What follows belongs to an exercise in optimizing a design on an open flow for small area; a production flow would make more cautious choices.
The RTL was checked by simulation tests, not by an equivalence proof against the original design.
The flow treats the clock pin as an ideal source, which a real chip does not have.
Power figures rest on the tool's default switching activity, not on a simulated workload.

pepper:
## rc522
module rc522 (
    input               clk,
    input               rst_n,
    input               miso,
    output              sclk,
    output              mosi,
    output              cs_n,
    output              rst,
    output reg [31:0]   UID,
    output              card_OK,
    output              RGB1_B,
    output              RGB1_G,
    output              RGB1_R,
    output              RGB2_B,
    output              RGB2_G,
    output              RGB2_R
);
clock: 10.0 ns
lec_check: 0
abc_area: 1
cap_margin: 20
core_margin: 2
core_utilization: 70
slew_margin: 20
standard.sh (not shown) runs the stock make flow with config.mk's settings and CLKGATE_MAP_FILE= SYNTH_SCRIPT=/design/flow/synth_recipe.tcl, a recipe that flattens the netlist after the stock synthesis.
==> flow/flow/run.sh <==
#!/bin/bash
set -euo pipefail
export POST_FLOORPLAN_TCL="$PWD/flow/area_opt.tcl"
export BUFFER_PORTS_ARGS="-buffer_cell sky130_fd_sc_hd__buf_1"
export CTS_ARGS="-sink_clustering_enable -repair_clock_nets -dont_use_dummy_load -buf_list sky130_fd_sc_hd__clkbuf_4"
export POST_CTS_TCL="$PWD/flow/clock_fix.tcl"
bash standard.sh > flow_make.log 2>&1
==> flow/flow/clock_fix.tcl <==
# Sourced at the end of ORFS cts.tcl (POST_CTS_TCL hook). CTS builds the tree from
# clkbuf_4; here each clock buffer whose loads would see a slew over the limit below
# (with placement parasitics) becomes a clkbuf_8, then the placement is legalized again.
set limit_ps 80.0
estimate_parasitics -placement
set block [ord::get_db_block]
set up 0
foreach inst [$block getInsts] {
  if {[[$inst getMaster] getName] ne "sky130_fd_sc_hd__clkbuf_4"} continue
  set out [$inst findITerm X]
  set net [$out getNet]
  if {$net eq "NULL" || [$net getSigType] ne "CLOCK"} continue
  set worst 0.0
  foreach it [$net getITerms] {
    if {[$it isOutputSignal]} continue
    set pin [get_pins "[[$it getInst] getName]/[[$it getMTerm] getName]"]
    foreach e {rise fall} {
      set s [expr {[sta::time_ui_sta [get_property $pin slew_max_$e]] * 1e12}]
      if {$s > $worst} { set worst $s }
    }
  }
  if {$worst > $limit_ps} {
    replace_cell [$inst getName] sky130_fd_sc_hd__clkbuf_8
    incr up
    puts "clock_fix: [$inst getName] slew [format %.1f $worst] ps -> clkbuf_8"
  }
}
puts "clock_fix: upsized $up clock buffers"
if {$up > 0} {
  detailed_placement
  check_placement -verbose
  estimate_parasitics -placement
}
set worst 0.0
foreach pin [all_registers -clock_pins -edge_triggered] {
  foreach e {rise fall} {
    set s [expr {[sta::time_ui_sta [get_property $pin slew_max_$e]] * 1e12}]
    if {$s > $worst} { set worst $s }
  }
}
puts "clock_fix: worst flip-flop clock slew now [format %.1f $worst] ps"
Other scripts of this flow, unchanged in this note and not shown: flow/flow/area_opt.tcl
Input changes introduced in tundra (baseline for comparison: pepper):
- a change of CORE_UTILIZATION from 70 to 55
Notes after the runs:
Looking at the reports, tundra completed the entire flow and the layout it produced met the timing, DRC and antenna checks.
In tundra the final estimated routing congestion in global placement turned out about 5% lower than in pepper.
The net switching power figure reported for tundra is greater than that of pepper by 0.0015 mW.
Delta (tundra minus pepper): design area rose by about 1.2%; power rose by 2.4%; core occupancy in the finished layout fell by 15 points; routed length on met2 rose by about 13%; routed wire length rose by 3.5%.
For violet, these inputs were changed with respect to tundra:
- swapping 55 for 80 in CORE_UTILIZATION
-- flow/flow/clock_fix.tcl --
<<< tundra, line 1
# Sourced at the end of ORFS cts.tcl (POST_CTS_TCL hook). CTS builds the tree from
# clkbuf_4; here each clock buffer whose loads would see a slew over the limit below
# (with placement parasitics) becomes a clkbuf_8, then the placement is legalized again.
set limit_ps 80.0
estimate_parasitics -placement
>>> violet, line 1
set limit_ps 95.0
estimate_parasitics -placement
<<< tundra, line 9
  if {[[$inst getMaster] getName] ne "sky130_fd_sc_hd__clkbuf_4"} continue
  set out [$inst findITerm X]
  set net [$out getNet]
  if {$net eq "NULL" || [$net getSigType] ne "CLOCK"} continue
>>> violet, line 6
  if {[[$inst getMaster] getName] ne "sky130_fd_sc_hd__clkbuf_4"} continue
  set net [[$inst findITerm X] getNet]
  if {$net eq "NULL" || [$net getSigType] ne "CLOCK"} continue
<<< tundra, line 15
    if {[$it isOutputSignal]} continue
    set pin [get_pins "[[$it getInst] getName]/[[$it getMTerm] getName]"]
>>> violet, line 11
    if {[$it isOutputSignal]} continue
    # only flip-flop clock pins are limited
    if {![string match "sky130_fd_sc_hd__*df*" [[[$it getInst] getMaster] getName]]} continue
    set pin [get_pins "[[$it getInst] getName]/[[$it getMTerm] getName]"]
--- outcome ---
Clock power (violet / tundra): 0.864. [violet] share of the final layout cell area in multi-input gates rose 0.89 points relative to tundra. Of tundra and violet, the run reporting the higher share of power burned in the clock network was tundra. Cell-internal power: violet better than tundra. Worst hold path cell count: tundra and violet compared, higher one is violet. Summary of violet over tundra: number of fillers in the final layout shows a reduction of 354, worst max-slew margin expressed relative to the limit shows an increase of 3.6 points. Power: violet < tundra.
#### Input delta (lagoon over violet)
- a deleted ABC_AREA that had been 1
- a change of CORE_UTILIZATION from 80 to 55
-- flow/flow/clock_fix.tcl --
<<< violet, line 1
set limit_ps 95.0
estimate_parasitics -placement
>>> lagoon, line 1
# Sourced at the end of ORFS cts.tcl (POST_CTS_TCL hook). CTS builds the tree from
# clkbuf_4; here each clock buffer whose loads would see a slew over the limit below
# (with placement parasitics) becomes a clkbuf_8, then the placement is legalized again.
set limit_ps 80.0
estimate_parasitics -placement
<<< violet, line 6
  if {[[$inst getMaster] getName] ne "sky130_fd_sc_hd__clkbuf_4"} continue
  set net [[$inst findITerm X] getNet]
  if {$net eq "NULL" || [$net getSigType] ne "CLOCK"} continue
>>> lagoon, line 9
  if {[[$inst getMaster] getName] ne "sky130_fd_sc_hd__clkbuf_4"} continue
  set out [$inst findITerm X]
  set net [$out getNet]
  if {$net eq "NULL" || [$net getSigType] ne "CLOCK"} continue
<<< violet, line 11
    if {[$it isOutputSignal]} continue
    # only flip-flop clock pins are limited
    if {![string match "sky130_fd_sc_hd__*df*" [[[$it getInst] getMaster] getName]]} continue
    set pin [get_pins "[[$it getInst] getName]/[[$it getMTerm] getName]"]
>>> lagoon, line 15
    if {[$it isOutputSignal]} continue
    set pin [get_pins "[[$it getInst] getName]/[[$it getMTerm] getName]"]
Notes after the runs:
Of lagoon and violet, the higher via count belongs to violet.
Across both runs, proportion of power drawn by the clock network was higher for lagoon than for violet.
Compared with violet, in lagoon worst voltage drop across the vdd grid now sits lower, number of standard-cell rows in the floorplan went up by 5, power in the clock group grew by 22%.
Going from violet to lagoon, simple logic cell fraction of the synthesized area saw a decrease, starting DRC count in detailed routing saw a decrease, minimum setup slack among reg-to-reg paths saw a decrease.
[inputs] garnet vs lagoon
- ABC_AREA newly set to 1
- CORE_UTILIZATION changed from 55 to 70
-- flow/flow/clock_fix.tcl --
<<< lagoon, line 1
# Sourced at the end of ORFS cts.tcl (POST_CTS_TCL hook). CTS builds the tree from
# clkbuf_4; here each clock buffer whose loads would see a slew over the limit below
# (with placement parasitics) becomes a clkbuf_8, then the placement is legalized again.
set limit_ps 80.0
estimate_parasitics -placement
>>> garnet, line 1
set limit_ps 95.0
estimate_parasitics -placement
<<< lagoon, line 9
  if {[[$inst getMaster] getName] ne "sky130_fd_sc_hd__clkbuf_4"} continue
  set out [$inst findITerm X]
  set net [$out getNet]
  if {$net eq "NULL" || [$net getSigType] ne "CLOCK"} continue
>>> garnet, line 6
  if {[[$inst getMaster] getName] ne "sky130_fd_sc_hd__clkbuf_4"} continue
  set net [[$inst findITerm X] getNet]
  if {$net eq "NULL" || [$net getSigType] ne "CLOCK"} continue
<<< lagoon, line 15
    if {[$it isOutputSignal]} continue
    set pin [get_pins "[[$it getInst] getName]/[[$it getMTerm] getName]"]
>>> garnet, line 11
    if {[$it isOutputSignal]} continue
    # only flip-flop clock pins are limited
    if {![string match "sky130_fd_sc_hd__*df*" [[[$it getInst] getMaster] getName]]} continue
    set pin [get_pins "[[$it getInst] getName]/[[$it getMTerm] getName]"]
- [garnet] combinational-cell power consumption fell about 4% relative to lagoon
- Changes observed in garnet relative to lagoon: HPWL reported at the end of detailed placement fell by 380 um; minimum setup slack in the final design now smaller; final area moved down; synthesized instance count picked up an extra about 33%; final critical-path required period increased by 0.37 ns relative to the old numbers.
- Status | lagoon and garnet | clean
- When the final numbers for lagoon and garnet were put side by side, the synthesized area turned out to be smaller in lagoon.
- Final hold slack deteriorates in garnet relative to lagoon.
- ~same synthesized-area fraction occupied by adder cells in lagoon and garnet

## separate check: timing with driven ports
No port has a modelled driver above. Below, the same layouts with a new extraction and two added sets of constraints. Step 1 (the two cells are an assumption about what drives the block):
set clk [get_ports {clk}]
set_driving_cell -lib_cell sky130_fd_sc_hd__clkbuf_16 $clk
set_driving_cell -lib_cell sky130_fd_sc_hd__buf_2 [delete_from_list [all_inputs] $clk]
Step 2 also shifts input and output timing later by t, the mid clock arrival at the registers, as if the neighbouring blocks saw the same clock. Three values: ideal, step 1, step 2; two values: the first two.
| run | t (ns) | setup WS [ns] | worst hold slack (ns) | worst register clock-pin slew, ns |
|---|---|---|---|---|
| pepper | 0.353 | 4.726 / 4.697 / 5.050 | 0.490 / 0.490 / 0.490 | 0.08 / 0.08 |
| tundra | 0.358 | 4.816 / 4.784 / 5.142 | 0.473 / 0.473 / 0.473 | 0.08 / 0.08 |
| violet | 0.430 | 4.698 / 4.671 / 5.101 | 0.512 / 0.512 / 0.512 | 0.09 / 0.09 |
| lagoon | 0.354 | 5.086 / 5.055 / 5.410 | 0.493 / 0.493 / 0.493 | 0.07 / 0.07 |
| garnet | 0.418 | 4.714 / 4.687 / 5.105 | 0.489 / 0.489 / 0.489 | 0.09 / 0.09 |
After both steps every run listed still meets setup and hold.
